Background: an optimization exercise with open tools, aiming at small area. Do not read the settings as production practice.
Only simulation tests tie the RTL to the original design; equivalence was not proved.
No driver is modelled on the clock port, so clock power and skew are understated where the tree is cut down; a real chip needs a root buffer or a tree.
Power figures rest on the tool's default switching activity, not on a simulated workload.

<file path="standard.sh">
#!/bin/bash
# synth_recipe.tcl (not shown) runs the flow's synth.tcl, then flattens the netlist and writes it again
# the make line also repeats each setting of config.mk as NAME=value (left out here)
make -C /OpenROAD-flow-scripts/flow DESIGN_CONFIG=/design/flow/config.mk WORK_HOME=/design/flow/orfs CLKGATE_MAP_FILE= SYNTH_SCRIPT=/design/flow/synth_recipe.tcl "${@:-finish}"
</file>
<file path="flow/trim_lib.py">
"""Write a copy of a liberty file without the given cells (brace-matched)."""
import sys
src, dst, *drop = sys.argv[1:]
drop = set(drop)
t = open(src).read()
out = []
i = 0
key = 'cell ("'
while True:
    j = t.find(key, i)
    if j < 0:
        out.append(t[i:])
        break
    name = t[j + len(key):t.find('"', j + len(key))]
    # find the end of this cell group
    k = t.find('{', j)
    depth = 0
    m = k
    while True:
        c = t[m]
        if c == '{':
            depth += 1
        elif c == '}':
            depth -= 1
            if depth == 0:
                break
        m += 1
    out.append(t[i:j])
    if name not in drop:
        out.append(t[j:m + 1])
    i = m + 1
open(dst, 'w').write(''.join(out))
</file>
<file path="flow/post_floorplan.tcl">
set here [file dirname [info script]]
source [file join $here downsize.tcl]
report_design_area
# restructure maps with every cell of the liberty file it is given, so give it
# a copy without the platform's don't-use cells
set rmp_lib $::env(RMP_WORK_DIR)/trimmed.lib
exec python3 [file join $here trim_lib.py] [lindex $::env(LIB_FILES) 0] $rmp_lib {*}$::env(DONT_USE_CELLS)
set_dont_use $::env(DONT_USE_CELLS)
restructure -liberty_file $rmp_lib -target area \
  -tielo_port [join $::env(TIELO_CELL_AND_PORT) /] \
  -tiehi_port [join $::env(TIEHI_CELL_AND_PORT) /] \
  -work_dir $::env(RMP_WORK_DIR) -abc_logfile $::env(RMP_WORK_DIR)/abc.log
report_design_area
source [file join $here downsize.tcl]
report_design_area
</file>
<file path="config.mk">
export PLATFORM = sky130hd
export DESIGN_NAME = arbitor
export DESIGN_NICKNAME = arbitor
export VERILOG_FILES = /design/flow/design.v
export SDC_FILE = /design/flow/constraint.sdc
export NUM_CORES = 4
export LEC_CHECK = 0
export CAP_MARGIN = 20
export CORE_MARGIN = 2
export CORE_UTILIZATION = 40
export SLEW_MARGIN = 20
</file>
<file path="flow/downsize.tcl">
# Size every cell down to the smallest-area cell of the same family
# (same function and pins, e.g. nor4_4 -> nor4_1).
set dont_use $::env(DONT_USE_CELLS)
set n 0
foreach inst [get_cells *] {
  set master [get_property $inst ref_name]
  if {![regexp {^(sky130_fd_sc_hd__[a-z0-9]+)_([0-9]+)$} $master -> base drive]} { continue }
  set best $master
  set best_area [get_property [get_lib_cells */$master] area]
  foreach cand [get_lib_cells */${base}_*] {
    set cn [get_name $cand]
    if {![regexp "^${base}_\[0-9\]+\$" $cn]} { continue }
    if {[lsearch -exact $dont_use $cn] >= 0} { continue }
    set a [get_property $cand area]
    if {$a < $best_area} { set best $cn; set best_area $a }
  }
  if {$best ne $master} {
    puts "downsize [get_name $inst]: $master -> $best"
    replace_cell $inst [get_lib_cells */$best]
    incr n
  }
}
puts "downsized $n cells"
</file>
<file path="flow/post_cts.tcl">
set block [ord::get_db_block]
set port_net [[$block findBTerm $::env(TRIM_CLOCK_PORT)] getNet]
set todo [list $port_net]
set removed 0
while {[llength $todo] > 0} {
  set net [lindex $todo 0]
  set todo [lrange $todo 1 end]
  foreach it [$net getITerms] {
    if {[$it isOutputSignal]} { continue }
    set inst [$it getInst]
    set m [[$inst getMaster] getName]
    set driven {}
    foreach o [$inst getITerms] {
      if {[$o isOutputSignal] && [$o getNet] ne "NULL"} { lappend driven [$o getNet] }
    }
    if {![[$inst getMaster] isSequential] && [llength $driven] == 0} {
      puts "trim clock tree: remove dummy load [$inst getName] ($m)"
      odb::dbInst_destroy $inst
      incr removed
    } elseif {[string match "*clkbuf*" $m]} {
      lappend todo {*}$driven
    }
  }
}
set loads {}
foreach it [$port_net getITerms] { lappend loads $it }
if {[llength $loads] == 1} {
  set root [[lindex $loads 0] getInst]
  set rm [[$root getMaster] getName]
  set out_net ""
  foreach o [$root getITerms] {
    if {[$o isOutputSignal]} { set out_net [$o getNet] }
  }
  if {[string match "*clkbuf*" $rm] && $out_net ne "" && $out_net ne "NULL"} {
    set leaves [$out_net getITerms]
    set ok 1
    set n 0
    foreach it $leaves {
      if {[$it isOutputSignal]} { continue }
      incr n
      if {![string match "*clkbuf*" [[[$it getInst] getMaster] getName]]} { set ok 0 }
    }
    if {$ok && $n <= 4} {
      foreach it $leaves {
        if {[$it isOutputSignal]} { continue }
        $it disconnect
        $it connect $port_net
      }
      puts "trim clock tree: remove root buffer [$root getName] ($rm), port now drives $n buffers"
      odb::dbInst_destroy $root
      odb::dbNet_destroy $out_net
      incr removed
    }
  }
}
puts "trim clock tree: removed $removed cells"
</file>
<file path="design.v">
`timescale 1 ps / 1 ps
module arbitor (
    input      clk,
    input      rst,
    input      link_initialized,
    input      iotx_tvalid,
    input      event_in_0,
    input      event_in_1,
    input      event_in_2,
    input      event_in_3,
    input      event_in_4,
    input      event_in_5,
    input      event_in_6,
    input      event_in_7,
    input      event_in_8,
    output     event_out_0,
    output     event_out_1,
    output     event_out_2,
    output     event_out_3,
    output     event_out_4,
    output     event_out_5,
    output     event_out_6,
    output     event_out_7,
    output     event_out_8
);
    reg  [3:0] q [0:8];    
    reg  [3:0] o_s;        
    reg  [7:0] flag;       
    reg        pop;        
    reg        dec;        
    wire [3:0] o = o_s ^ 4'd14;
    wire ready = ~(o[3] & o[1] & ~o[0]);
    wire [8:0] ev  = {event_in_8, event_in_7, event_in_6, event_in_5, event_in_4,
                      event_in_3, event_in_2, event_in_1, event_in_0};
    wire [8:0] act = ev | {1'b0, flag};
    wire [8:0] higher;
    assign higher[8] = 1'b0;
    genvar k;
    generate
        for (k = 7; k >= 0; k = k - 1) begin : g_hi
            assign higher[k] = higher[k+1] | act[k+1];
        end
    endgenerate
    wire any = higher[0] | act[0];
    wire [3:0] code;
    assign code[3] = act[8];
    assign code[2] = higher[3] & ~act[8];
    assign code[1] = higher[5] & ~act[8] | higher[1] & ~higher[3];
    assign code[0] = act[7] & ~act[8] | act[5] & ~higher[5] | act[3] & ~higher[3] | act[1] & ~higher[1];
    wire busy    = higher[5] | ev[5] | (|act[4:0]);
    wire empty   = o[3] & o[1];    
    wire replay  = ~iotx_tvalid & ~busy & ~pop & ~empty;
    wire full    = o[3] & ~o[1];
    wire blocked = replay & (o[3] | o[2] & o[1] & o[0]);    
    wire accept  = ready & any & ~blocked;
    always @(posedge clk) begin
        if (accept) begin
            q[0] <= code;
            q[1] <= q[0];
            q[2] <= q[1];
            q[3] <= q[2];
            q[4] <= q[3];
            q[5] <= q[4];
            q[6] <= q[5];
            q[7] <= q[6];
            q[8] <= q[7];
        end
    end
    always @(posedge clk or posedge rst) begin
        if (rst) begin
            o_s   <= 4'd0;
            flag  <= 8'd0;
            pop   <= 1'b0;
            dec   <= 1'b0;
        end else begin
            flag[4:0] <= {5{ready}} & act[4:0] & higher[4:0];
            flag[7:6] <= {2{ready}} & act[7:6] & higher[7:6];
            flag[5]   <= ready & act[5] & higher[5] | blocked & flag[5];
            pop <= replay;
            dec <= replay & ~accept;
            if (accept & ~dec & ~full | ~ready & link_initialized)
                o_s <= (o + 4'd1) ^ 4'd14;
            else if (dec & ~accept)
                o_s <= (o - 4'd1) ^ 4'd14;
        end
    end
    reg [3:0] head;
    always @* begin
        case (o[2:0])
            3'd0: head = q[0];
            3'd1: head = q[1];
            3'd2: head = q[2];
            3'd3: head = q[3];
            3'd4: head = q[4];
            3'd5: head = q[5];
            3'd6: head = q[6];
            default: head = q[7];
        endcase
        if (o[3])
            head = q[8];
    end
    assign event_out_0 = pop & (head == 4'd0);
    assign event_out_1 = pop & (head[2:0] == 3'd1);
    assign event_out_2 = pop & (head[2:0] == 3'd2);
    assign event_out_3 = pop & (head[2:0] == 3'd3);
    assign event_out_4 = pop & (head[2:0] == 3'd4);
    assign event_out_5 = pop & (head[2:0] == 3'd5);
    assign event_out_6 = pop & (head[2:0] == 3'd6);
    assign event_out_7 = pop & (head[2:0] == 3'd7);
    assign event_out_8 = pop & head[3];
endmodule
</file>
<file path="flow/run.sh">
#!/bin/bash
# Standard ORFS layout with these changes:
#  - ports are buffered with the smallest buffer (buf_1);
#  - after floorplan, the logic between registers is re-synthesised for area
#    with OpenROAD's restructure (registers untouched) and cells are sized
#    down; the later timing repair sizes up whatever needs it;
#  - after CTS, the clock tree's dummy loads and its root buffer are removed
#    (the clock port then drives the four leaf clock buffers).
set -euo pipefail
here=$(pwd)
mkdir -p $here/rmp
export RMP_WORK_DIR=$here/rmp
export BUFFER_PORTS_ARGS="-buffer_cell sky130_fd_sc_hd__buf_1"
export POST_FLOORPLAN_TCL=$here/flow/post_floorplan.tcl
export POST_CTS_TCL=$here/flow/post_cts.tcl
export TRIM_CLOCK_PORT=clk
bash standard.sh > $here/standard.log 2>&1
</file>
<file path="constraint.sdc">
create_clock -name core_clock -period 5.0 [get_ports {clk}]
set_input_delay 1.0000 -clock core_clock [delete_from_list [all_inputs] [get_ports {clk}]]
set_output_delay 1.0000 -clock core_clock [all_outputs]
set_load 0.01 [all_outputs]
</file>
==> results of run 1 <==
[power breakdown]
| part | switching, W | leakage (nW) | internal (W) | total (W) |
|---|---|---|---|---|
| Clock | 0.0000940 | 0.0288 | 0.0000732 | 0.000167 |
| Sequential | 0.000119 | 0.536 | 0.000699 | 0.000819 |
| Combinational | 0.000281 | 0.221 | 0.000161 | 0.000442 |
| Total | 0.000494 | 0.786 | 0.000934 | 0.00143 |
[placed cells by master (no fill, tap or decap), types with 2 or more instances in the layout]
cell                       instances
sky130_fd_sc_hd__o32ai_1           2
sky130_fd_sc_hd__a211oi_1          2
sky130_fd_sc_hd__edfxtp_1         36
sky130_fd_sc_hd__xnor2_1           2
sky130_fd_sc_hd__nand2_1           7
sky130_fd_sc_hd__buf_1            21
sky130_fd_sc_hd__or3_1             4
sky130_fd_sc_hd__clkinv_1         21
sky130_fd_sc_hd__nor2_1           29
sky130_fd_sc_hd__o211ai_1          2
sky130_fd_sc_hd__o221ai_1          4
sky130_fd_sc_hd__o21a_1            2
sky130_fd_sc_hd__or2_0             2
sky130_fd_sc_hd__a222oi_1          6
sky130_fd_sc_hd__o22ai_1           8
sky130_fd_sc_hd__a31oi_1           4
sky130_fd_sc_hd__nor3_1            4
sky130_fd_sc_hd__o21ai_0           7
sky130_fd_sc_hd__dfrtp_1          14
sky130_fd_sc_hd__nand3_1           3
sky130_fd_sc_hd__a32oi_1           2
sky130_fd_sc_hd__clkbuf_8          4
[state kept, by name, summed over array words and instances (netlist names)]
signal and flops:
dec 1, flag 8, o_s 4, pop 1, q 36
[final timing paths]
path                                          from            endpoint  slack (ns)  cells past startpoint
min in group asynchronous                      rst   flag[2]$_DFF_PP0_        0.78                      2
worst min-delay path             q[2][3]$_DFFE_PP_   q[3][3]$_DFFE_PP_        0.46                      0
worst max-delay path                    event_in_3  o_s[2]$_DFFE_PP0P_        1.19                     11
worst max register to register  o_s[0]$_DFFE_PP0P_  o_s[2]$_DFFE_PP0P_        1.36                     10
max in group asynchronous                      rst  o_s[2]$_DFFE_PP0P_        3.93                      2
worst min register to register   q[2][3]$_DFFE_PP_   q[3][3]$_DFFE_PP_        0.46                      0
[area by class of cell]
cell class | count | area share [%]
sequential | 50 | 60.4
tap | 72 | 3.80
inverter | 21 | 3.32
timing repair buffer | 23 | 4.49
clock buffer | 4 | 2.32
multi-input combinational | 102 | 25.7
[critical path, stage by stage]
cell	delay [ns]
sky130_fd_sc_hd__buf_1	0.07
sky130_fd_sc_hd__nor2_1	0.17
sky130_fd_sc_hd__clkinv_1	0.10
sky130_fd_sc_hd__nor2_1	0.20
sky130_fd_sc_hd__nand2_1	0.11
sky130_fd_sc_hd__nor4b_1	0.53
sky130_fd_sc_hd__a21boi_0	0.78
sky130_fd_sc_hd__nor2_4	0.19
sky130_fd_sc_hd__buf_12	0.24
sky130_fd_sc_hd__o31ai_1	0.25
sky130_fd_sc_hd__a32oi_1	0.15
[per-stage QoR]
step | std cells | utilization (%) | setup slack, ns
floorplan | 180 | - | 1.80
global placement | 267 | 41.2 | 1.07
detailed placement | 267 | 41.2 | 1.01
global route | 272 | 42.5 | 0.841
finish | 272 | 42.5 | 1.19
[cell families after synthesis]
group           Yosys count  synth area share [%]
buf+inv                  16                  3.04
mux                       7                  3.35
compound gates           42                  15.1
simple gates             56                  13.1
flops                    50                  60.9
fa+ha+maj                 7                  3.73
xor+xnor                  2                 0.746
[metal layers]
layer / wire length [um] / vias up / share of wire [%]
li1: - / 719 / -
met1: 2010 / 700 / 48
met2: 1860 / 51 / 45
met3: 259 / 3 / 6.2
met4: 29 / 0 / 0.70
met5: 0 / - / 0
==> run summary, run 1 <==
vias per inst around 5.4; Max Fanout on Critical Path 29; flip-flop and latch count after synthesis 50; area taken by flip-flops and latches about 0.0014 sq mm; global placement routability congestion roughly 0.78; number of I/O port buffers 21; CTS clock-pin slew for the worst setup and hold paths about 0.090 ns; cell type contributing the most total cell area after synthesis sky130_fd_sc_hd__edfxtp_1; via count between 1000 and 1500; share of layout cells above drive strength 1 under 10%; Mapped Area around 0.0023 sq mm; min cycle time layout ~3.8 ns; nets@finish approximately 220; global routing usage summed across all routing layers a little over an eighth; WL final about 4200 um; highest-utilization routing layer at the global route stage met2; via count of the first global-routing pass between 1000 and 1500; total placed instance area ~0.0023 sq mm; final setup vio count 0; maximum number of pins on one net before global-route repair just over 40; Pwr Total approximately 0.0014 W; Remaining Overflow, GRT 0; share of the cycle needed by the critical path after routing about three quarters; antenna violations before repair 0; Die Span X 80.6 um; Final Max Tran Viols 0; # Max-Cap Violations 0; Detail Route Antenna Nets 0; Hold Slack 0.456 ns; maximum resistive drop on vdd about 0.00019 V; count of boundary I/O pins 22; synth cell count leaders sky130_fd_sc_hd__edfxtp_1 (36), sky130_fd_sc_hd__nor2_1 (18), sky130_fd_sc_hd__dfrtp_1 (14); area fraction of the dominant cell type after synthesis a little under half; met2 capacity usage during global routing 20.8%; reported leakage power ~0.79 nW; first-pass detailed-route iteration total 5; final hold violations 0; multi-input gate area in the final layout around 610 sq um; status complete, no violations; area growth from synthesis to final layout 0.905%; Least-Margin Pin Slew 0.890 ns; dominant register cell in the synthesized netlist sky130_fd_sc_hd__edfxtp_1; Floorplan Core Area about 0.0056 sq mm; fraction of met1 tracks used by global routing about a fifth; final cell area excluding filler cells 0.00237 sq mm; post-route setup TNS 0 ns; Clock Skews around 0.021 ns; library cell with the highest instance count after synthesis sky130_fd_sc_hd__edfxtp_1; starting DRC count in detailed routing roughly 190; clock latency at the later pin of the worst-skew pair 0.15 ns; proportion of register bits with asynchronous set or reset after synthesis 28.0%; Critical Path Start Type input port; CP required about 5.0 ns; met3 usage in global routing 3.37%; number of nets produced by synthesis 200; WL per Instance roughly 15 um; height of the chip 80.6 um; proportion of synthesized chip area in sequential cells 60.9%; initial core utilization a little over two fifths; number of flops mapped to enable cells by yosys 36; Yosys warnings 2; number of fillers in the final layout 533; class of the tightest hold or removal check flop to flop; number of placement rows 27; # diodes 0; HPWL Detailed about 3000 um; Die Area 0.00650 sq mm; category of the most critical setup path input port to flop; number of distinct library cells after synthesis 47; post-synthesis instance total 180; sink count of the clock tree 50; average size of a mapped cell approximately 13 sq um; crit end category flop; number of remaining DRC errors 0; f_max between 0.2 and 0.3 GHz; critical path arrival 3.80 ns; relative slew slack between 40% and 50%; wire length of the first global-routing pass approximately 6800 um; dominant cells by area after synthesis sky130_fd_sc_hd__edfxtp_1 (46%), sky130_fd_sc_hd__dfrtp_1 (15%), sky130_fd_sc_hd__ha_1 (3.7%), sky130_fd_sc_hd__nor2_1 (2.9%), sky130_fd_sc_hd__a222oi_1 (2.6%); power density of the placed cells about 600 mW/mm^2; unrepaired setup endpoints after global routing false
==> run 2: changes to the inputs <==
--- a/config.mk
+++ b/config.mk
@@ -5,7 +5,8 @@
 export SDC_FILE = /design/flow/constraint.sdc
 export NUM_CORES = 4
 export LEC_CHECK = 0
-export CAP_MARGIN = 20
+export CAP_MARGIN = 0
 export CORE_MARGIN = 2
 export CORE_UTILIZATION = 40
-export SLEW_MARGIN = 20
+export GPL_TIMING_DRIVEN = 0
+export SLEW_MARGIN = 0
==> run 2 against run 1 <==
Largest cell class unchanged. Die area is the same. Still clean. Fmax shrank 3.7%. Critical endpoint is now event_out_7. Non-clock buffer count grew 1. Worst hold slack lost 0.016 ns.
==> run summary, run 2 <==
post-route setup TNS 0 ns (unchanged); commonest non-fill, non-tap cell in the layout sky130_fd_sc_hd__edfxtp_1 (unchanged); share of layout cells above drive strength 1 2.99% (was 3.50%); share of the cycle needed by the critical path after routing 79.0% (was 76.1%); Final Max Tran Viols 0 (unchanged); Floorplan Core Area 0.00557 sq mm (unchanged); Pwr Total 0.00143 W (about the same); dominant cells by area after synthesis sky130_fd_sc_hd__edfxtp_1 (46%), sky130_fd_sc_hd__dfrtp_1 (15%), sky130_fd_sc_hd__ha_1 (3.7%), sky130_fd_sc_hd__nor2_1 (2.9%), sky130_fd_sc_hd__a222oi_1 (2.6%) (unchanged); average size of a mapped cell 13.1 sq um (unchanged); Least-Margin Pin Slew 1.23 ns (was 0.890 ns); multi-input gate area in the final layout 609 sq um (unchanged); number of fillers in the final layout 559 (was 533); Die Area 0.00650 sq mm (unchanged); Remaining Overflow, GRT 0 (unchanged); number of remaining DRC errors 0 (unchanged); synth cell count leaders sky130_fd_sc_hd__edfxtp_1 (36), sky130_fd_sc_hd__nor2_1 (18), sky130_fd_sc_hd__dfrtp_1 (14) (unchanged); first-pass detailed-route iteration total 4 (was 5); CTS clock-pin slew for the worst setup and hold paths 0.09 ns (about the same); reported leakage power 0.783 nW (was 0.786 nW); total placed instance area 0.00232 sq mm (was 0.00230 sq mm); maximum number of pins on one net before global-route repair 31 (was 41); min cycle time layout 3.95 ns (was 3.81 ns); global placement routability congestion 0.812 (was 0.784); Largest register FFs 36 (unchanged); most frequent cells in the layout sky130_fd_sc_hd__edfxtp_1 (36), sky130_fd_sc_hd__nor2_1 (29), sky130_fd_sc_hd__buf_1 (23) (was sky130_fd_sc_hd__edfxtp_1 (36), sky130_fd_sc_hd__nor2_1 (29), sky130_fd_sc_hd__buf_1 (21), sky130_fd_sc_hd__clkinv_1 (21), sky130_fd_sc_hd__dfrtp_1 (14)); Mapped Area 0.00235 sq mm (unchanged); library cell appearing most often on the critical path sky130_fd_sc_hd__nor2_1 (unchanged); wire length of the first global-routing pass 6930 um (was 6760 um); register bank with the most flops q (unchanged); category of the most critical setup path flop to output port (was input port to flop); via count of the first global-routing pass 1400 (was 1429); WL final 4150 um (was 4160 um); final cell area excluding filler cells 0.00237 sq mm (unchanged); number of distinct library cells after synthesis 47 (unchanged); HPWL Detailed 2960 um (was 2970 um); antenna violations before repair 0 (unchanged); cell type contributing the most total cell area after synthesis sky130_fd_sc_hd__edfxtp_1 (unchanged); maximum resistive drop on vdd 0.000234 V (was 0.000190 V); post-synthesis instance total 180 (unchanged); worst path cell trace clkinv_1 > nor2_1 > clkinv_1 > nor2_1 > nand2_1 > o221ai_1 > o22ai_1 > or3_1 > nor2_1 > buf_1 (was buf_1 > nor2_1 > clkinv_1 > nor2_1 > nand2_1 > nor4b_1 > a21boi_0 > nor2_4 > buf_12 > o31ai_1 > a32oi_1); CP required 4.00 ns (was 5.00 ns); final setup vio count 0 (unchanged); starting DRC count in detailed routing 112 (was 188); initial core utilization 42.2% (unchanged); proportion of synthesized chip area in sequential cells 60.9% (unchanged); dpl ws 1.17 ns (was 1.01 ns); proportion of register bits with asynchronous set or reset after synthesis 28.0% (unchanged); dominant register cell in the synthesized netlist sky130_fd_sc_hd__edfxtp_1 (unchanged); f_max 0.253 GHz (was 0.263 GHz); number of flops mapped to enable cells by yosys 36 (unchanged); crit end category output port (was flop); unrepaired setup endpoints after global routing false (unchanged); area fraction of the dominant cell type after synthesis 46.0% (unchanged); slowest cell on the critical path sky130_fd_sc_hd__nor2_1 (was sky130_fd_sc_hd__a21boi_0); area taken by flip-flops and latches 0.00143 sq mm (unchanged); critical path arrival 2.95 ns (was 3.80 ns); via count 1486 (was 1473); number of nets produced by synthesis 200 (unchanged); Die Span X 80.6 um (unchanged); number of placement rows 27 (unchanged); library cell with the highest instance count after synthesis sky130_fd_sc_hd__edfxtp_1 (unchanged); Clock Skews 0.0133 ns (was 0.0208 ns); clock latency at the later pin of the worst-skew pair 0.15 ns (about the same); flip-flop and latch count after synthesis 50 (unchanged); power density of the placed cells 603 mW/mm^2 (was 602 mW/mm^2); largest registers ranked by flip-flop count q: 36 flops, flag: 8 flops, o_s: 4 flops (unchanged); vias per inst 5.44 (was 5.42); Detail Route Antenna Nets 0 (unchanged); final hold violations 0 (unchanged); area growth from synthesis to final layout 0.905% (unchanged); Max Fanout on Critical Path 8 (was 29); global routing usage summed across all routing layers 14.1% (was 13.5%); # Max-Cap Violations 0 (unchanged); relative slew slack 17.2% (was 40.1%); height of the chip 80.6 um (unchanged); Critical Path Start Type flop (was input port); maximum single-stage delay on the critical path 0.53 ns (was 0.78 ns); # diodes 0 (unchanged); number of I/O port buffers 21 (unchanged); Yosys warnings 2 (unchanged); sink count of the clock tree 50 (unchanged); status complete, no violations (unchanged); Worst Slack Setup Final 1.05 ns (was 1.19 ns); count of boundary I/O pins 22 (unchanged); class of the tightest hold or removal check flop to flop (unchanged); WL per Instance 15.2 um (was 15.3 um); nets@finish 216 (was 215)
[run 2: kinds of logic after synthesis]
kind of cell	share of synthesized area, %
XOR/XNOR	0.746
AND/OR/NAND/NOR	13.1
adder cells (fa/ha/maj)	3.73
multiplexers	3.35
AO/OA/AOI/OAI	15.1
flip-flops	60.9
buffers and inverters	3.04
[run 2: final timing paths]
path,from,end,slack (ns),depth (start not counted)
hold / removal,q[2][0]$_DFFE_PP_,q[3][0]$_DFFE_PP_,0.44,0
setup / recovery,o_s[0]$_DFFE_PP0P_,event_out_7,1.05,10
max in group asynchronous,rst,o_s[0]$_DFFE_PP0P_,3.93,2
min in group asynchronous,rst,flag[4]$_DFF_PP0_,0.80,2
hold reg to reg,q[2][0]$_DFFE_PP_,q[3][0]$_DFFE_PP_,0.44,0
setup reg to reg,o_s[0]$_DFFE_PP0P_,o_s[2]$_DFFE_PP0P_,1.36,10
[run 2: cell type report]
| cell class | instances | share of cell area [%] |
|---|---|---|
| timing repair buffer | 22 | 4.17 |
| multi-input combinational | 102 | 25.7 |
| clock buffer | 4 | 2.32 |
| inverter | 21 | 3.32 |
| buffer | 2 | 0.317 |
| tap | 72 | 3.80 |
| sequential | 50 | 60.4 |
[run 2: stage by stage]
step / util [%] / hold WS (ns) / std cells
after global placement: 41.1 / 0.429 / 268
after global routing: 42.5 / 0.450 / 273
after detailed placement: 41.5 / 0.435 / 269
final: 42.5 / 0.440 / 273
after floorplan: - / 0.419 / 180
[run 2: report_power, final]
part,total [W],internal [W],switching [W]
clock,0.000171,0.0000733,0.0000978
combinational,0.000448,0.000162,0.000286
sequential,0.000811,0.000699,0.000113
total,0.00143,0.000934,0.000497
[run 2: critical path: cells and delay by family, from the launching register on]
kind	cells	cell delay (ns)
buf+inv	3	0.61
flops	1	0.40
simple gates	5	1.55
compound gates	2	0.23
[run 2: metal layers]
metal,vias to the layer above,GRT usage [%],wire [um],part of all wire [%]
li1,718,-,-,-
met1,714,20.0,1990,48
met2,50,21.8,1920,46
met3,4,3.82,214,5.2
met4,0,2.54,30,0.72
met5,-,0,0,0
==> run 3: changes to the inputs <==
--- a/config.mk
+++ b/config.mk
@@ -8,5 +8,4 @@
 export CAP_MARGIN = 0
 export CORE_MARGIN = 2
 export CORE_UTILIZATION = 40
-export GPL_TIMING_DRIVEN = 0
 export SLEW_MARGIN = 0
==> run 3 against run 2 <==
Largest power group unchanged. Sequential power rose by 1%. Utilization fell by 0.36 points. Final area fell by 0.84%. Still clean. Register-to-register slack got worse by 0.03 ns. Cell count fell by 0.73%. Synthesized cell count did not move. Die area did not move. Highest routed layer unchanged.
==> run summary, run 3 <==
class of the tightest hold or removal check flop to flop (unchanged); critical path arrival 3.87 ns (was 2.95 ns); initial core utilization 42.2% (unchanged); share of the cycle needed by the critical path after routing 77.3% (was 79.0%); Yosys warnings 2 (unchanged); CP required 5.00 ns (was 4.00 ns); dominant register cell in the synthesized netlist sky130_fd_sc_hd__edfxtp_1 (unchanged); commonest non-fill, non-tap cell in the layout sky130_fd_sc_hd__edfxtp_1 (unchanged); sink count of the clock tree 50 (unchanged); area fraction of the dominant cell type after synthesis 46.0% (unchanged); antenna violations before repair 0 (unchanged); post-synthesis instance total 180 (unchanged); average size of a mapped cell 13.1 sq um (unchanged); power density of the placed cells 601 mW/mm^2 (was 603 mW/mm^2); global routing usage summed across all routing layers 13.5% (was 14.1%); Mapped Area 0.00235 sq mm (unchanged); unrepaired setup endpoints after global routing false (unchanged); Worst Min Path Start q[2][3]$_DFFE_PP_ (was q[2][0]$_DFFE_PP_); register bank with the most flops q (unchanged); nets@finish 214 (was 216); category of the most critical setup path input port to flop (was flop to output port); area growth from synthesis to final layout 0.0530% (was 0.905%); height of the chip 80.6 um (unchanged); number of remaining DRC errors 0 (unchanged); maximum number of pins on one net before global-route repair 41 (was 31); min cycle time layout 3.87 ns (was 3.95 ns); CTS clock-pin slew for the worst setup and hold paths 0.09 ns (about the same); Critical Path Start Type input port (was flop); vias per inst 5.52 (was 5.44); final hold violations 0 (unchanged); proportion of register bits with asynchronous set or reset after synthesis 28.0% (unchanged); reported leakage power 0.776 nW (was 0.783 nW); Floorplan Core Area 0.00557 sq mm (unchanged); # diodes 0 (unchanged); Largest register FFs 36 (unchanged); via count 1496 (was 1486); synth cell count leaders sky130_fd_sc_hd__edfxtp_1 (36), sky130_fd_sc_hd__nor2_1 (18), sky130_fd_sc_hd__dfrtp_1 (14) (unchanged); Die Area 0.00650 sq mm (unchanged); maximum single-stage delay on the critical path 0.80 ns (was 0.53 ns); number of placement rows 27 (unchanged); dominant cells by area after synthesis sky130_fd_sc_hd__edfxtp_1 (46%), sky130_fd_sc_hd__dfrtp_1 (15%), sky130_fd_sc_hd__ha_1 (3.7%), sky130_fd_sc_hd__nor2_1 (2.9%), sky130_fd_sc_hd__a222oi_1 (2.6%) (unchanged); WL final 4120 um (was 4150 um); number of I/O port buffers 21 (unchanged); via count of the first global-routing pass 1429 (was 1400); Max Fanout on Critical Path 40 (was 8); crit end category flop (was output port); worst path cell trace buf_1 > nor2_1 > clkinv_1 > nor2_1 > nand2_1 > nor4b_1 > a21boi_0 > nor2_4 > o31ai_1 > a32oi_1 (was clkinv_1 > nor2_1 > clkinv_1 > nor2_1 > nand2_1 > o221ai_1 > o22ai_1 > or3_1 > nor2_1 > buf_1); Least-Margin Pin Slew 1.05 ns (was 1.23 ns); number of flops mapped to enable cells by yosys 36 (unchanged); proportion of synthesized chip area in sequential cells 60.9% (unchanged); total placed instance area 0.00230 sq mm (was 0.00232 sq mm); flip-flop and latch count after synthesis 50 (unchanged); number of nets produced by synthesis 200 (unchanged); number of distinct library cells after synthesis 47 (unchanged); final setup vio count 0 (unchanged); Final Max Tran Viols 0 (unchanged); Remaining Overflow, GRT 0 (unchanged); Detail Route Antenna Nets 0 (unchanged); largest registers ranked by flip-flop count q: 36 flops, flag: 8 flops, o_s: 4 flops (unchanged); WL per Instance 15.2 um (about the same); count of boundary I/O pins 22 (unchanged); library cell with the highest instance count after synthesis sky130_fd_sc_hd__edfxtp_1 (unchanged); clock latency at the later pin of the worst-skew pair 0.15 ns (about the same); first element of the critical path event_in_3 (was o_s[0]$_DFFE_PP0P_); post-route setup TNS 0 ns (unchanged); slowest cell on the critical path sky130_fd_sc_hd__a21boi_0 (was sky130_fd_sc_hd__nor2_1); startpoint of the most critical register-to-register path o_s[0]$_DFFE_PP0P_ (unchanged); cell type contributing the most total cell area after synthesis sky130_fd_sc_hd__edfxtp_1 (unchanged); wire length of the first global-routing pass 6760 um (was 6930 um); Die Span X 80.6 um (unchanged); f_max 0.259 GHz (was 0.253 GHz); most frequent cells in the layout sky130_fd_sc_hd__edfxtp_1 (36), sky130_fd_sc_hd__nor2_1 (29), sky130_fd_sc_hd__buf_1 (21), sky130_fd_sc_hd__clkinv_1 (21), sky130_fd_sc_hd__dfrtp_1 (14) (was sky130_fd_sc_hd__edfxtp_1 (36), sky130_fd_sc_hd__nor2_1 (29), sky130_fd_sc_hd__buf_1 (23)); Clock Skews 0.0172 ns (was 0.0133 ns); status complete, no violations (unchanged); # Max-Cap Violations 0 (unchanged); starting DRC count in detailed routing 203 (was 112); maximum resistive drop on vdd 0.000191 V (was 0.000234 V); first-pass detailed-route iteration total 6 (was 4); global placement routability congestion 0.784 (was 0.812); relative slew slack 29.8% (was 17.2%); final cell area excluding filler cells 0.00235 sq mm (was 0.00237 sq mm); share of layout cells above drive strength 1 3.02% (was 2.99%); library cell appearing most often on the critical path sky130_fd_sc_hd__nor2_1 (unchanged); HPWL Detailed 2970 um (was 2960 um)
run 3: final timing paths:
path,slack [ns],cells after the start,endpoint
max in group asynchronous,3.93,2,o_s[2]$_DFFE_PP0P_
worst min-delay path,0.46,0,q[3][3]$_DFFE_PP_
worst max-delay path,1.13,10,o_s[2]$_DFFE_PP0P_
worst min register to register,0.46,0,q[3][3]$_DFFE_PP_
min in group asynchronous,0.78,2,flag[3]$_DFF_PP0_
worst max register to register,1.33,9,o_s[2]$_DFFE_PP0P_
run 3: per-layer routing:
layer  GRT usage, %  vias up  share of wire [%]
li1               -      720                  -
met1           19.3      707                 47
met2           20.8       65                 46
met3           3.37        4                6.4
met4           3.39        0               0.51
met5              0        -                  0
run 3: cell type report:
class                   instances  area (sq um)
repair buffers                 22          86.3
fillers                       536          3220
inverters                      21          78.8
flip-flops and latches         50          1430
well taps                      72          90.1
clock buffers                   4          55.1
multi-input cells             102           609
run 3: per-stage QoR:
step           instances  hold slack (ns)  power [W]  setup slack, ns  utilization (%)
2_1_floorplan        180            0.419    0.00118             1.80                -
3_3_place_gp         267            0.428    0.00125             1.07             41.2
3_5_place_dp         267            0.433    0.00125             1.01             41.2
5_1_grt              271            0.468    0.00151            0.806             42.2
6_report             271            0.455    0.00141             1.13             42.2
run 3: report_power, final:
part           switching (W)  internal, W  leakage, nW
Sequential          0.000117     0.000702        0.536
Combinational       0.000278     0.000149        0.211
Clock              0.0000935    0.0000732       0.0288
Total               0.000489     0.000924        0.776
run 3: critical path: cells and delay by family:
kind                   cells  cell delay, ns
AOI/OAI and AO/OA          3            1.27
buffers and inverters      2            0.17
and+or+nand+nor            5            1.41
run 3: cell families (layout without fill, tap and decap cells):
logic type      count (synthesis)  count (layout)  synth area share, %
buf+inv                        16              47                 3.04
mux                             7               0                 3.35
flops                          50              50                 60.9
compound gates                 42              46                 15.1
xor+xnor                        2               2                0.746
fa+ha+maj                       7               0                 3.73
simple gates                   56              54                 13.1
==> run 4: changes to the inputs <==
--- a/flow/post_floorplan.tcl
+++ b/flow/post_floorplan.tcl
@@ -11,5 +11,10 @@
   -tiehi_port [join $::env(TIEHI_CELL_AND_PORT) /] \
   -work_dir $::env(RMP_WORK_DIR) -abc_logfile $::env(RMP_WORK_DIR)/abc.log
 report_design_area
+restructure -liberty_file $rmp_lib -target area \
+  -tielo_port [join $::env(TIELO_CELL_AND_PORT) /] \
+  -tiehi_port [join $::env(TIEHI_CELL_AND_PORT) /] \
+  -work_dir $::env(RMP_WORK_DIR) -abc_logfile $::env(RMP_WORK_DIR)/abc.log
+report_design_area
 source [file join $here downsize.tcl]
 report_design_area
==> run 4 against run 3 <==
Via count down 2.5%. Cell count down 0.37%. Largest power group unchanged. First-iteration DRC count down 24%. Clock skew down 0.0036 ns. Final area down 0.53%. Register-to-register slack better by 0.31 ns. Die area unchanged. Sequential share of layout area up 0.33 points. Worst hold slack worse by 0.0085 ns.
==> run summary, run 4 <==
status complete, no violations (unchanged); share of the synthesized netlist area taken by xor and xnor gates 0.745% (unchanged); wire length of the first global-routing pass 6760 um (unchanged); power density of the placed cells 638 mW/mm^2 (was 601 mW/mm^2); M1 wire length 2000 um (was 1940 um); cell type contributing the most total cell area after synthesis sky130_fd_sc_hd__edfxtp_1 (unchanged); top routing layer used met4 (unchanged); WHS Path Cells 0 (unchanged); dominant register cell in the synthesized netlist sky130_fd_sc_hd__edfxtp_1 (unchanged); post-placement cell count 266 (was 267); Clock Skews 0.0136 ns (was 0.0172 ns); number of placement rows 27 (unchanged); commonest non-fill, non-tap cell in the layout sky130_fd_sc_hd__edfxtp_1 (unchanged); library cell with the highest instance count after synthesis sky130_fd_sc_hd__edfxtp_1 (unchanged); min cycle time layout 3.99 ns (was 3.87 ns); starting DRC count in detailed routing 155 (was 203); post-route setup TNS 0 ns (unchanged); first-pass detailed-route iteration total 5 (was 6); initial core utilization 42.2% (unchanged); number of nets produced by synthesis 200 (unchanged); via count of the first global-routing pass 1395 (was 1429); crit end category output port (was flop); height of the chip 80.6 um (unchanged); amount of wire on met3 after detailed routing 247 um (was 263 um); number of flops mapped to enable cells by yosys 36 (unchanged); library cell appearing most often on the critical path sky130_fd_sc_hd__clkinv_1 (was sky130_fd_sc_hd__nor2_1); hold endpoint q[6][2]$_DFFE_PP_ (was q[3][3]$_DFFE_PP_); number of distinct library cells after synthesis 47 (unchanged); CP required 4.00 ns (was 5.00 ns); class of the tightest hold or removal check flop to flop (unchanged); largest registers ranked by flip-flop count q: 36 flops, flag: 8 flops, o_s: 4 flops (unchanged); maximum resistive drop on vdd 0.000242 V (was 0.000191 V); Die Area 0.00650 sq mm (unchanged); relative slew slack 28.0% (was 29.8%); combinational family with the most area after synthesis compound AO/OA/AOI/OAI gates (unchanged); share of layout cells above drive strength 1 2.53% (was 3.02%); category of the most critical setup path flop to output port (was input port to flop); sink count of the clock tree 50 (unchanged); multi-input gate area in the final layout 601 sq um (was 609 sq um); final setup vio count 0 (unchanged); Worst Min Path Start q[5][2]$_DFFE_PP_ (was q[2][3]$_DFFE_PP_); synth cell count leaders sky130_fd_sc_hd__edfxtp_1 (36), sky130_fd_sc_hd__nor2_1 (18), sky130_fd_sc_hd__dfrtp_1 (14) (unchanged); worst path cell trace clkinv_1 > nor2_1 > clkinv_1 > or3_1 > a32oi_1 > clkinv_1 > nor3b_1 > buf_1 (was buf_1 > nor2_1 > clkinv_1 > nor2_1 > nand2_1 > nor4b_1 > a21boi_0 > nor2_4 > o31ai_1 > a32oi_1); maximum single-stage delay on the critical path 0.56 ns (was 0.80 ns); Die Span X 80.6 um (unchanged); depth of the worst register-to-register path 10 (was 9); Worst Slack Setup Final 1.01 ns (was 1.13 ns); global routing usage summed across all routing layers 13.6% (was 13.5%); area taken by flip-flops and latches 0.00143 sq mm (unchanged); dominant cells by area after synthesis sky130_fd_sc_hd__edfxtp_1 (46%), sky130_fd_sc_hd__dfrtp_1 (15%), sky130_fd_sc_hd__ha_1 (3.7%), sky130_fd_sc_hd__nor2_1 (2.9%), sky130_fd_sc_hd__a222oi_1 (2.6%) (unchanged); WL per Instance 15.5 um (was 15.2 um); HPWL Detailed 2970 um (about the same); Mapped Area 0.00235 sq mm (unchanged); Floorplan Core Area 0.00557 sq mm (unchanged); worst setup slack for register-to-register paths 1.64 ns (was 1.33 ns); antenna violations before repair 0 (unchanged); Detail Route Antenna Nets 0 (unchanged); final hold violations 0 (unchanged); critical path arrival 2.99 ns (was 3.87 ns); # diodes 0 (unchanged); Least-Margin Pin Slew 1.07 ns (was 1.05 ns); unrepaired setup endpoints after global routing false (unchanged); flip-flop and latch count after synthesis 50 (unchanged); startpoint of the most critical register-to-register path o_s[0]$_DFFE_PP0P_ (unchanged); simple logic cell fraction of the synthesized area 13.1% (unchanged); portion of netlist area occupied by mux cells 3.35% (unchanged); adder-cell area share of the yosys netlist 3.73% (unchanged); area fraction of the dominant cell type after synthesis 46.0% (unchanged); worst flop-to-flop path endpoint o_s[2]$_DFFE_PP0P_ (unchanged); count of boundary I/O pins 22 (unchanged); area growth from synthesis to final layout -0.479% (was 0.0530%); # Max-Cap Violations 0 (unchanged); CTS clock-pin slew for the worst setup and hold paths 0.08 ns (was 0.09 ns); number of cells in the finished layout apart from fillers 270 (was 271); share of the cycle needed by the critical path after routing 79.8% (was 77.3%); WL final 4180 um (was 4120 um); wire length on met2 1910 um (was 1890 um); synthesized-area fraction occupied by ao, oa, aoi and oai cells 15.1% (unchanged); global placement routability congestion 0.807 (was 0.784); Largest register FFs 36 (unchanged); slowest cell on the critical path sky130_fd_sc_hd__nor2_1 (was sky130_fd_sc_hd__a21boi_0); Max Fanout on Critical Path 9 (was 40); proportion of synthesized chip area in sequential cells 60.9% (unchanged); f_max 0.251 GHz (was 0.259 GHz); register bank with the most flops q (unchanged); dpl ws 1.21 ns (was 1.01 ns); via count 1459 (was 1496); average size of a mapped cell 13.1 sq um (unchanged); number of fillers in the final layout 550 (was 536); Critical Path Start Type flop (was input port); reported leakage power 0.785 nW (was 0.776 nW); post-synthesis instance total 180 (unchanged); Final Max Tran Viols 0 (unchanged); vias per inst 5.40 (was 5.52); proportion of register bits with asynchronous set or reset after synthesis 28.0% (unchanged); Remaining Overflow, GRT 0 (unchanged); nets@finish 213 (was 214); most frequent cells in the layout sky130_fd_sc_hd__edfxtp_1 (36), sky130_fd_sc_hd__nor2_1 (27), sky130_fd_sc_hd__clkinv_1 (22) (was sky130_fd_sc_hd__edfxtp_1 (36), sky130_fd_sc_hd__nor2_1 (29), sky130_fd_sc_hd__buf_1 (21), sky130_fd_sc_hd__clkinv_1 (21), sky130_fd_sc_hd__dfrtp_1 (14)); post-layout util 42.0% (was 42.2%); maximum number of pins on one net before global-route repair 39 (was 41); number of I/O port buffers 21 (unchanged); clock latency at the later pin of the worst-skew pair 0.14 ns (was 0.15 ns); number of remaining DRC errors 0 (unchanged); Yosys warnings 2 (unchanged)
## run 4: changes by cell type in the layout (fill, tap and decap cells not counted), sizes merged, moves of 3 or more
cell / before / now
a31oi: 4 / 1
a21oi: 1 / 5
nand3: 3 / 6
o22a: 0 / 4
o221ai: 4 / 1
## run 4: logic make-up (layout without fill, tap and decap cells)
group / count (synthesis) / in the layout
multiplexers: 7 / 0
adder cells (fa/ha/maj): 7 / 0
buffers and inverters: 16 / 47
flip-flops: 50 / 50
XOR/XNOR: 2 / 2
AND/OR/NAND/NOR: 56 / 56
AO/OA/AOI/OAI: 42 / 43
## run 4: layout make-up
cell class,instances,share of cell area [%]
timing repair buffer,21,3.37
clock buffer,4,2.35
sequential,50,61.2
multi-input combinational,101,25.7
inverter,22,3.53
tap,72,3.85
## run 4: layer usage
| metal | track usage [%] | up-vias |
|---|---|---|
| met5 | 0 | - |
| li1 | - | 705 |
| met2 | 22.3 | 49 |
| met1 | 18.9 | 703 |
| met4 | 2.03 | 0 |
| met3 | 3.15 | 2 |
## run 4: where the power goes
group	leakage, nW	total, W	internal, W	switching, W
sequential	0.537	0.000832	0.000708	0.000124
clock	0.0288	0.000169	0.0000733	0.0000955
combinational	0.219	0.000491	0.000180	0.000310
total	0.785	0.00149	0.000961	0.000530
## run 4: worst max-delay path: cells and delay by family, from the launching register on
family / cells / cell delay [ns]
AOI/OAI and AO/OA: 1 / 0.40
DFF: 1 / 0.43
and+or+nand+nor: 3 / 1.14
buffers and inverters: 4 / 0.87
## run 4: worst max path at each step
| stage | slack [ns] | end | depth (start not counted) | from |
|---|---|---|---|---|
| floorplan | 1.80 | event_out_0 | 7 | o_s[1]$_DFFE_PP0P_ |
| global placement | 1.24 | event_out_0 | 8 | o_s[0]$_DFFE_PP0P_ |
| detailed placement | 1.21 | event_out_0 | 8 | o_s[0]$_DFFE_PP0P_ |
| global route | 0.78 | event_out_0 | 8 | o_s[0]$_DFFE_PP0P_ |
| finish | 1.01 | event_out_0 | 8 | o_s[0]$_DFFE_PP0P_ |
## run 4: per-stage QoR
| step | total power, W | hold slack (ns) | instance area, sq um |
|---|---|---|---|
| finish | 0.00149 | 0.447 | 2340 |
| global route | 0.00159 | 0.452 | 2340 |
| detailed placement | 0.00133 | 0.439 | 2280 |
| global placement | 0.00132 | 0.431 | 2280 |
| floorplan | 0.00118 | 0.419 | 2350 |
==> run 5: changes to the inputs <==
--- a/flow/run.sh
+++ b/flow/run.sh
@@ -5,7 +5,8 @@
 #    with OpenROAD's restructure (registers untouched) and cells are sized
 #    down; the later timing repair sizes up whatever needs it;
 #  - after CTS, the clock tree's dummy loads and its root buffer are removed
-#    (the clock port then drives the four leaf clock buffers).
+#    (the clock port then drives the four leaf clock buffers), and leaf
+#    buffers are sized down where the estimated clock slew stays low.
 set -euo pipefail
 here=$(pwd)
 mkdir -p $here/rmp
@@ -14,4 +15,6 @@
 export POST_FLOORPLAN_TCL=$here/flow/post_floorplan.tcl
 export POST_CTS_TCL=$here/flow/post_cts.tcl
 export TRIM_CLOCK_PORT=clk
+export SHRINK_CELLS="sky130_fd_sc_hd__clkbuf_4"
+export SHRINK_MAX_SLEW=0.110
 bash standard.sh > $here/standard.log 2>&1
--- a/flow/post_cts.tcl
+++ b/flow/post_cts.tcl
@@ -54,3 +54,6 @@
   }
 }
 puts "trim clock tree: removed $removed cells"
+
+# then size the leaf clock buffers down where the clock slew allows
+source [file join [file dirname [info script]] shrink_leaves.tcl]
==> flow/shrink_leaves.tcl (new file) <==
estimate_parasitics -placement
set block [ord::get_db_block]
set port_net [[$block findBTerm $::env(TRIM_CLOCK_PORT)] getNet]
set cands $::env(SHRINK_CELLS)
proc leaf_slew {inst} {
  set w 0
  foreach o [$inst getITerms] {
    if {![$o isOutputSignal] || [$o getNet] eq "NULL"} { continue }
    foreach it [[$o getNet] getITerms] {
      if {[$it isOutputSignal]} { continue }
      set p [get_pins [[$it getInst] getName]/[[$it getMTerm] getName]]
      set s [get_property $p slew_max]
      if {$s > $w} { set w $s }
    }
  }
  return $w
}
foreach it [$port_net getITerms] {
  if {[$it isOutputSignal]} { continue }
  set inst [$it getInst]
  set orig [[$inst getMaster] getName]
  if {![string match "*clkbuf*" $orig]} { continue }
  set cell [get_cells [$inst getName]]
  set best $orig
  foreach c $cands {
    replace_cell $cell [get_lib_cells */$c]
    estimate_parasitics -placement
    set s [leaf_slew $inst]
    puts "shrink leaves: [$inst getName] as $c: slew $s"
    if {$s <= $::env(SHRINK_MAX_SLEW)} { set best $c; break }
  }
  replace_cell $cell [get_lib_cells */$best]
  puts "shrink leaves: [$inst getName] $orig -> $best"
}
estimate_parasitics -placement
==> run 5 against run 4 <==
Power is 0.59% lower. Sequential power barely moved. Final area decreased by 0.27%. Worst setup slack about the same. Via count down 0.82%.
==> run summary, run 5 <==
Clk network pwr share 10.7% (was 11.3%); maximum resistive drop on vdd 0.000222 V (was 0.000242 V); average size of a mapped cell 13.1 sq um (unchanged); Max Fanout on Critical Path 9 (unchanged); Remaining Overflow, GRT 0 (unchanged); WL final 4180 um (about the same); vias per inst 5.36 (was 5.40); number of remaining DRC errors 0 (unchanged); number of flops mapped to enable cells by yosys 36 (unchanged); CP required 4.00 ns (about the same); power density of the placed cells 635 mW/mm^2 (was 638 mW/mm^2); Mapped Area 0.00235 sq mm (unchanged); via count 1447 (was 1459); Hold Slack 0.457 ns (was 0.447 ns); number of nets produced by synthesis 200 (unchanged); largest registers ranked by flip-flop count q: 36 flops, flag: 8 flops, o_s: 4 flops (unchanged); # Max-Cap Violations 0 (unchanged); area growth from synthesis to final layout -0.745% (was -0.479%); class of the tightest hold or removal check flop to flop (unchanged); library cell with the highest instance count after synthesis sky130_fd_sc_hd__edfxtp_1 (unchanged); Floorplan Core Area 0.00557 sq mm (unchanged); final hold violations 0 (unchanged); crit end category output port (unchanged); relative slew slack 28.9% (was 28.0%); number of cells in the finished layout apart from fillers 270 (unchanged); flip-flop and latch count after synthesis 50 (unchanged); dominant cells by area after synthesis sky130_fd_sc_hd__edfxtp_1 (46%), sky130_fd_sc_hd__dfrtp_1 (15%), sky130_fd_sc_hd__ha_1 (3.7%), sky130_fd_sc_hd__nor2_1 (2.9%), sky130_fd_sc_hd__a222oi_1 (2.6%) (unchanged); Clock Skews 0.0241 ns (was 0.0136 ns); commonest non-fill, non-tap cell in the layout sky130_fd_sc_hd__edfxtp_1 (unchanged); proportion of register bits with asynchronous set or reset after synthesis 28.0% (unchanged); post-layout util 41.8% (was 42.0%); Detail Route Antenna Nets 0 (unchanged); area fraction of the dominant cell type after synthesis 46.0% (unchanged); status complete, no violations (unchanged); worst path cell trace clkinv_1 > nor2_1 > clkinv_1 > or3_1 > a32oi_1 > clkinv_1 > nor3b_1 > buf_1 (unchanged); post-placement cell count 266 (unchanged); f_max 0.251 GHz (about the same); Largest register FFs 36 (unchanged); global placement routability congestion 0.807 (unchanged); share of the cycle needed by the critical path after routing 79.8% (about the same); via count of the first global-routing pass 1393 (was 1395); min cycle time layout 3.99 ns (about the same); combinational fraction of design power 33.2% (was 32.9%); number of fillers in the final layout 552 (was 550); number of I/O port buffers 21 (unchanged); # diodes 0 (unchanged); clock latency at the later pin of the worst-skew pair 0.16 ns (was 0.14 ns); starting DRC count in detailed routing 159 (was 155); Pwr Total 0.00148 W (was 0.00149 W); number of placement rows 27 (unchanged); share of layout cells above drive strength 1 2.53% (unchanged); sink count of the clock tree 50 (unchanged); maximum number of pins on one net before global-route repair 39 (unchanged); HPWL Detailed 2970 um (unchanged); switching power 0.000530 W (about the same); Final Max Tran Viols 0 (unchanged); cell type contributing the most total cell area after synthesis sky130_fd_sc_hd__edfxtp_1 (unchanged); library cell appearing most often on the critical path sky130_fd_sc_hd__clkinv_1 (unchanged); post-synthesis instance total 180 (unchanged); wire length of the first global-routing pass 6760 um (unchanged); unrepaired setup endpoints after global routing false (unchanged); Yosys warnings 2 (unchanged); category of the most critical setup path flop to output port (unchanged); maximum single-stage delay on the critical path 0.56 ns (about the same); Least-Margin Pin Slew 1.06 ns (was 1.07 ns); Die Span X 80.6 um (unchanged); Die Area 0.00650 sq mm (unchanged); global routing usage summed across all routing layers 13.6% (unchanged); register bank with the most flops q (unchanged); Int Power 0.000953 W (was 0.000961 W); CTS clock-pin slew for the worst setup and hold paths 0.08 ns (about the same); antenna violations before repair 0 (unchanged); first-pass detailed-route iteration total 5 (unchanged); proportion of total power due to net switching 35.7% (was 35.5%); nets@finish 213 (unchanged); critical path arrival 2.99 ns (about the same); height of the chip 80.6 um (unchanged); dominant register cell in the synthesized netlist sky130_fd_sc_hd__edfxtp_1 (unchanged); power share of the sequential group 56.1% (was 55.8%); slowest cell on the critical path sky130_fd_sc_hd__nor2_1 (unchanged); number of distinct library cells after synthesis 47 (unchanged); synth cell count leaders sky130_fd_sc_hd__edfxtp_1 (36), sky130_fd_sc_hd__nor2_1 (18), sky130_fd_sc_hd__dfrtp_1 (14) (unchanged); most frequent cells in the layout sky130_fd_sc_hd__edfxtp_1 (36), sky130_fd_sc_hd__nor2_1 (27), sky130_fd_sc_hd__clkinv_1 (22) (unchanged); proportion of synthesized chip area in sequential cells 60.9% (unchanged); Critical Path Start Type flop (unchanged); reported leakage power 0.782 nW (was 0.785 nW); initial core utilization 42.2% (unchanged); final setup vio count 0 (unchanged); WL per Instance 15.5 um (about the same); post-route setup TNS 0 ns (unchanged); count of boundary I/O pins 22 (unchanged)
[run 5: power groups by stage]
stage                     Clock [W]  Combinational [W]  Sequential [W]
after global routing       0.000180           0.000548        0.000854
after global placement            0           0.000494        0.000831
after floorplan                   0           0.000410        0.000771
final                      0.000159           0.000492        0.000831
after detailed placement          0           0.000487        0.000840
[run 5: path summary, 6_finish.rpt]
path	from	to	slack (ns)	cells past startpoint
setup / recovery	o_s[0]$_DFFE_PP0P_	event_out_0	1.01	8
hold / removal	q[6][2]$_DFFE_PP_	q[7][2]$_DFFE_PP_	0.46	0
setup reg to reg	o_s[0]$_DFFE_PP0P_	o_s[2]$_DFFE_PP0P_	1.62	10
hold reg to reg	q[6][2]$_DFFE_PP_	q[7][2]$_DFFE_PP_	0.46	0
max in group asynchronous	rst	o_s[1]$_DFFE_PP0P_	3.94	2
min in group asynchronous	rst	flag[4]$_DFF_PP0_	0.76	2
[run 5: stage by stage]
| step | area [sq um] | setup WS (ns) |
|---|---|---|
| after floorplan | 2350 | 1.80 |
| after detailed placement | 2280 | 1.21 |
| after global routing | 2330 | 0.777 |
| after global placement | 2280 | 1.24 |
| final | 2330 | 1.01 |
[run 5: final cells by class]
type / instances / area (sq um) / area share, %
tap: 72 / 90.1 / 3.86
sequential: 50 / 1430 / 61.4
multi-input combinational: 101 / 601 / 25.8
inverter: 22 / 82.6 / 3.54
clock buffer: 4 / 48.8 / 2.09
timing repair buffer: 21 / 78.8 / 3.38
[run 5: metal layers]
layer,GRT usage [%],part of all wire [%]
met1,18.9,48
met4,2.03,0.69
met3,3.15,5.2
met2,22.3,46
met5,0,0
[run 5: worst max-delay path, delay by kind of cell, from the launching register on]
family,cells,cell delay [ns]
AND/OR/NAND/NOR,3,1.14
flip-flops,1,0.43
buffers and inverters,4,0.87
AO/OA/AOI/OAI,1,0.40
[run 5: cells by family (layout without fill, tap and decap cells)]
group / Yosys count / in the layout / share of synthesized area [%]
DFF: 50 / 50 / 60.9
xor gates and xnor gates: 2 / 2 / 0.746
AOI/OAI and AO/OA: 42 / 43 / 15.1
buffers and inverters: 16 / 47 / 3.04
muxes: 7 / 0 / 3.35
and+or+nand+nor: 56 / 56 / 13.1
adders and majority gates: 7 / 0 / 3.73
==> run 6: changes to the inputs <==
--- a/config.mk
+++ b/config.mk
@@ -5,7 +5,8 @@
 export SDC_FILE = /design/flow/constraint.sdc
 export NUM_CORES = 4
 export LEC_CHECK = 0
+export ABC_AREA = 1
 export CAP_MARGIN = 0
 export CORE_MARGIN = 2
-export CORE_UTILIZATION = 40
+export CORE_UTILIZATION = 60
 export SLEW_MARGIN = 0
==> run 6 against run 5 <==
Cell count down 8.1%. Area after synthesis up 4.6%. Still clean. Flip-flop and latch count unchanged. Count of clock-buffer cells in the layout unchanged. Register-to-register slack better by 0.31 ns.
==> run summary, run 6 <==
number of remaining DRC errors 0 (unchanged); Least-Margin Pin Slew 0.964 ns (was 1.06 ns); number of flops mapped to enable cells by yosys 36 (unchanged); library cell with the highest instance count after synthesis sky130_fd_sc_hd__nand2_1 (was sky130_fd_sc_hd__edfxtp_1); # Max-Cap Violations 0 (unchanged); nets@finish 213 (unchanged); number of I/O port buffers 21 (unchanged); antenna violations before repair 0 (unchanged); WL final 4100 um (was 4180 um); post-layout util 57.7% (was 41.8%); number of placement rows 23 (was 27); critical path arrival 2.80 ns (was 2.99 ns); met3 usage in global routing 2.96% (was 3.15%); area fraction of the dominant cell type after synthesis 44.0% (was 46.0%); flip-flop and latch count after synthesis 50 (unchanged); unrepaired setup endpoints after global routing false (unchanged); starting DRC count in detailed routing 235 (was 159); commonest non-fill, non-tap cell in the layout sky130_fd_sc_hd__edfxtp_1 (unchanged); most frequent cells in the layout sky130_fd_sc_hd__edfxtp_1 (36), sky130_fd_sc_hd__nor2_1 (25), sky130_fd_sc_hd__buf_1 (21) (was sky130_fd_sc_hd__edfxtp_1 (36), sky130_fd_sc_hd__nor2_1 (27), sky130_fd_sc_hd__clkinv_1 (22)); Max Fanout on Critical Path 8 (was 9); global placement routability congestion 0.804 (was 0.807); post-route setup TNS 0 ns (unchanged); crit end category output port (unchanged); crit path capture event_out_6 (was event_out_0); worst setup slack for register-to-register paths 1.93 ns (was 1.62 ns); met2 capacity usage during global routing 30.6% (was 22.3%); dominant cells by area after synthesis sky130_fd_sc_hd__edfxtp_1 (44%), sky130_fd_sc_hd__dfrtp_1 (14%), sky130_fd_sc_hd__nand2_1 (8.9%), sky130_fd_sc_hd__inv_1 (5.2%), sky130_fd_sc_hd__nand3_1 (4.7%) (was sky130_fd_sc_hd__edfxtp_1 (46%), sky130_fd_sc_hd__dfrtp_1 (15%), sky130_fd_sc_hd__ha_1 (3.7%), sky130_fd_sc_hd__nor2_1 (2.9%), sky130_fd_sc_hd__a222oi_1 (2.6%)); status complete, no violations (unchanged); share of the cycle needed by the critical path after routing 76.1% (was 79.8%); average size of a mapped cell 9.83 sq um (was 13.1 sq um); proportion of synthesized chip area in sequential cells 58.2% (was 60.9%); Critical Path Start Type flop (unchanged); HPWL Detailed 2940 um (was 2970 um); maximum resistive drop on vdd 0.000295 V (was 0.000222 V); Remaining Overflow, GRT 0 (unchanged); post-placement cell count 244 (was 266); initial core utilization 61.9% (was 42.2%); fraction of met1 tracks used by global routing 27.7% (was 18.9%); Final Max Tran Viols 0 (unchanged); clock latency at the later pin of the worst-skew pair 0.17 ns (was 0.16 ns); global routing usage summed across all routing layers 19.3% (was 13.6%); via count of the first global-routing pass 1320 (was 1393); wire length of the first global-routing pass 6450 um (was 6760 um); first-pass detailed-route iteration total 7 (was 5); # diodes 0 (unchanged); dominant register cell in the synthesized netlist sky130_fd_sc_hd__edfxtp_1 (unchanged); worst flop-to-flop path endpoint o_s[2]$_DFFE_PP0P_ (unchanged); count of boundary I/O pins 22 (unchanged); reported leakage power 0.770 nW (was 0.782 nW); register bank with the most flops q (unchanged); share of layout cells above drive strength 1 3.03% (was 2.53%); Detail Route Antenna Nets 0 (unchanged); Die Area 0.00462 sq mm (was 0.00650 sq mm); startpoint of the most critical register-to-register path o_s[0]$_DFFE_PP0P_ (unchanged); final cell area excluding filler cells 0.00229 sq mm (was 0.00233 sq mm); area growth from synthesis to final layout -6.82% (was -0.745%); proportion of register bits with asynchronous set or reset after synthesis 28.0% (unchanged); CTS clock-pin slew for the worst setup and hold paths 0.11 ns (was 0.08 ns); Largest register FFs 36 (unchanged); highest-utilization routing layer at the global route stage met2 (unchanged); power density of the placed cells 635 mW/mm^2 (about the same); largest registers ranked by flip-flop count q: 36 flops, flag: 8 flops, o_s: 4 flops (unchanged); Clock Skews 0.0257 ns (was 0.0241 ns); Worst Slack Setup Final 1.20 ns (was 1.01 ns); Floorplan Core Area 0.00397 sq mm (was 0.00557 sq mm); cell type contributing the most total cell area after synthesis sky130_fd_sc_hd__edfxtp_1 (unchanged); synth cell count leaders sky130_fd_sc_hd__nand2_1 (58), sky130_fd_sc_hd__edfxtp_1 (36), sky130_fd_sc_hd__inv_1 (34) (was sky130_fd_sc_hd__edfxtp_1 (36), sky130_fd_sc_hd__nor2_1 (18), sky130_fd_sc_hd__dfrtp_1 (14)); dpl ws 1.30 ns (was 1.21 ns); CP required 4.00 ns (about the same); height of the chip 68.0 um (was 80.6 um); sink count of the clock tree 50 (unchanged); min cycle time layout 3.80 ns (was 3.99 ns); WL per Instance 16.5 um (was 15.5 um); maximum number of pins on one net before global-route repair 39 (unchanged); number of distinct library cells after synthesis 29 (was 47); relative slew slack 35.2% (was 28.9%); class of the tightest hold or removal check flop to flop (unchanged); first element of the critical path o_s[0]$_DFFE_PP0P_ (unchanged); via count 1451 (was 1447); f_max 0.263 GHz (was 0.251 GHz); Mapped Area 0.00246 sq mm (was 0.00235 sq mm); total placed instance area 0.00225 sq mm (was 0.00228 sq mm); final setup vio count 0 (unchanged); category of the most critical setup path flop to output port (unchanged); depth of the worst register-to-register path 10 (unchanged); number of cells in the finished layout apart from fillers 248 (was 270); vias per inst 5.85 (was 5.36); final hold violations 0 (unchanged); Die Span X 68.0 um (was 80.6 um); Yosys warnings 2 (unchanged); post-synthesis instance total 250 (was 180); number of nets produced by synthesis 270 (was 200)
[run 6: changes by cell type in the layout (fill, tap and decap cells not counted), sizes merged, moves of 2 or more]
cell	before	now
nor3	5	11
nand2	8	13
or2	2	5
a22oi	2	4
or3	2	0
clkinv	22	20
o22a	4	0
nand3	6	0
a21oi	5	3
nor2	28	25
a41oi	0	3
[run 6: layout make-up]
type	instances	area, sq um
multi-input cells	102	592
fillers	332	1680
clock buffers	4	42.5
well taps	50	62.6
inverters	20	75.1
flip-flops and latches	50	1430
repair buffers	22	86.3
[run 6: cell families after synthesis]
| logic type | Yosys count | share of synthesized area (%) |
|---|---|---|
| AOI/OAI and AO/OA | 19 | 4.74 |
| xor gates and xnor gates | 2 | 0.713 |
| adders and majority gates | 7 | 3.56 |
| DFF | 50 | 58.2 |
| buffers and inverters | 38 | 5.96 |
| and+or+nand+nor | 134 | 26.8 |
[run 6: worst max-delay path, stage by stage (launching register included)]
cell,delay (ns)
sky130_fd_sc_hd__dfrtp_1,0.45
sky130_fd_sc_hd__clkinv_1,0.24
sky130_fd_sc_hd__nor2_1,0.43
sky130_fd_sc_hd__nand2_1,0.30
sky130_fd_sc_hd__nor2_1,0.16
sky130_fd_sc_hd__a41oi_1,0.07
sky130_fd_sc_hd__o22ai_1,0.34
sky130_fd_sc_hd__clkinv_1,0.14
sky130_fd_sc_hd__or2_0,0.24
sky130_fd_sc_hd__nor2_1,0.10
sky130_fd_sc_hd__buf_1,0.17
[run 6: through the flow]
stage / hold WS (ns) / total power [W]
after floorplan: 0.421 / 0.00129
after global placement: 0.436 / 0.00129
after detailed placement: 0.434 / 0.00130
after global routing: 0.447 / 0.00154
final: 0.435 / 0.00145
[run 6: layer usage]
layer | share of wire, % | vias up
met1 | 45 | 697
met5 | 0 | -
met4 | 0.61 | 0
met3 | 5.1 | 4
met2 | 49 | 49
li1 | - | 701
[run 6: worst min path at each step]
stage	start	end	slack, ns	cells past startpoint
after global placement	q[6][0]$_DFFE_PP_	q[7][0]$_DFFE_PP_	0.44	0
after global routing	q[7][0]$_DFFE_PP_	q[8][0]$_DFFE_PP_	0.45	0
final	q[7][0]$_DFFE_PP_	q[8][0]$_DFFE_PP_	0.43	0
after floorplan	q[7][0]$_DFFE_PP_	q[8][0]$_DFFE_PP_	0.42	0
after detailed placement	q[7][0]$_DFFE_PP_	q[8][0]$_DFFE_PP_	0.43	0
[run 6: where the power goes]
| part | internal (W) | leakage [nW] | switching [W] | total [W] |
|---|---|---|---|---|
| Combinational | 0.000161 | 0.209 | 0.000295 | 0.000456 |
| Sequential | 0.000718 | 0.538 | 0.000125 | 0.000843 |
| Clock | 0.0000561 | 0.0236 | 0.0000983 | 0.000154 |
| Total | 0.000935 | 0.770 | 0.000519 | 0.00145 |

separate check: timing with driven ports:
Ports are ideal in the flow. The routed layouts listed here were re-timed in OpenROAD.
Step 1: set_driving_cell puts a clkbuf_16 on clk and a buf_2 on each other input, an assumption about the parent block.
Step 2 times the ports against the registers' clock, not the clock port: input delays grow and output delays shrink by t, the midpoint of the rising clock arrivals with the driver on.
Three values: ideal ports, drivers, drivers and shift; two values: the first two.
run | t (ns) | slack for setup (ns) | hold slack, ns | worst setup path after step 2 | slew at the worst register clock pin (ns)
run 1 | 0.189 | 1.194 / 1.157 / 1.037 | 0.456 / 0.456 / 0.456 | input to register | 0.09 / 0.09
run 2 | 0.192 | 1.049 / 1.000 / 1.141 | 0.440 / 0.440 / 0.440 | input to register | 0.09 / 0.09
run 3 | 0.186 | 1.133 / 1.164 / 0.977 | 0.455 / 0.455 / 0.455 | input to register | 0.09 / 0.09
run 4 | 0.185 | 1.010 / 0.960 / 1.145 | 0.447 / 0.447 / 0.447 | register to output | 0.08 / 0.08
run 5 | 0.197 | 1.009 / 0.962 / 1.158 | 0.457 / 0.458 / 0.458 | register to output | 0.10 / 0.10
run 6 | 0.204 | 1.196 / 1.148 / 1.232 | 0.435 / 0.435 / 0.435 | input to register | 0.11 / 0.11
After both steps every run listed still meets setup and hold. For run 1, which loses most, drivers alone change the setup slack by -0.037 ns; drivers and shift together by -0.157 ns.
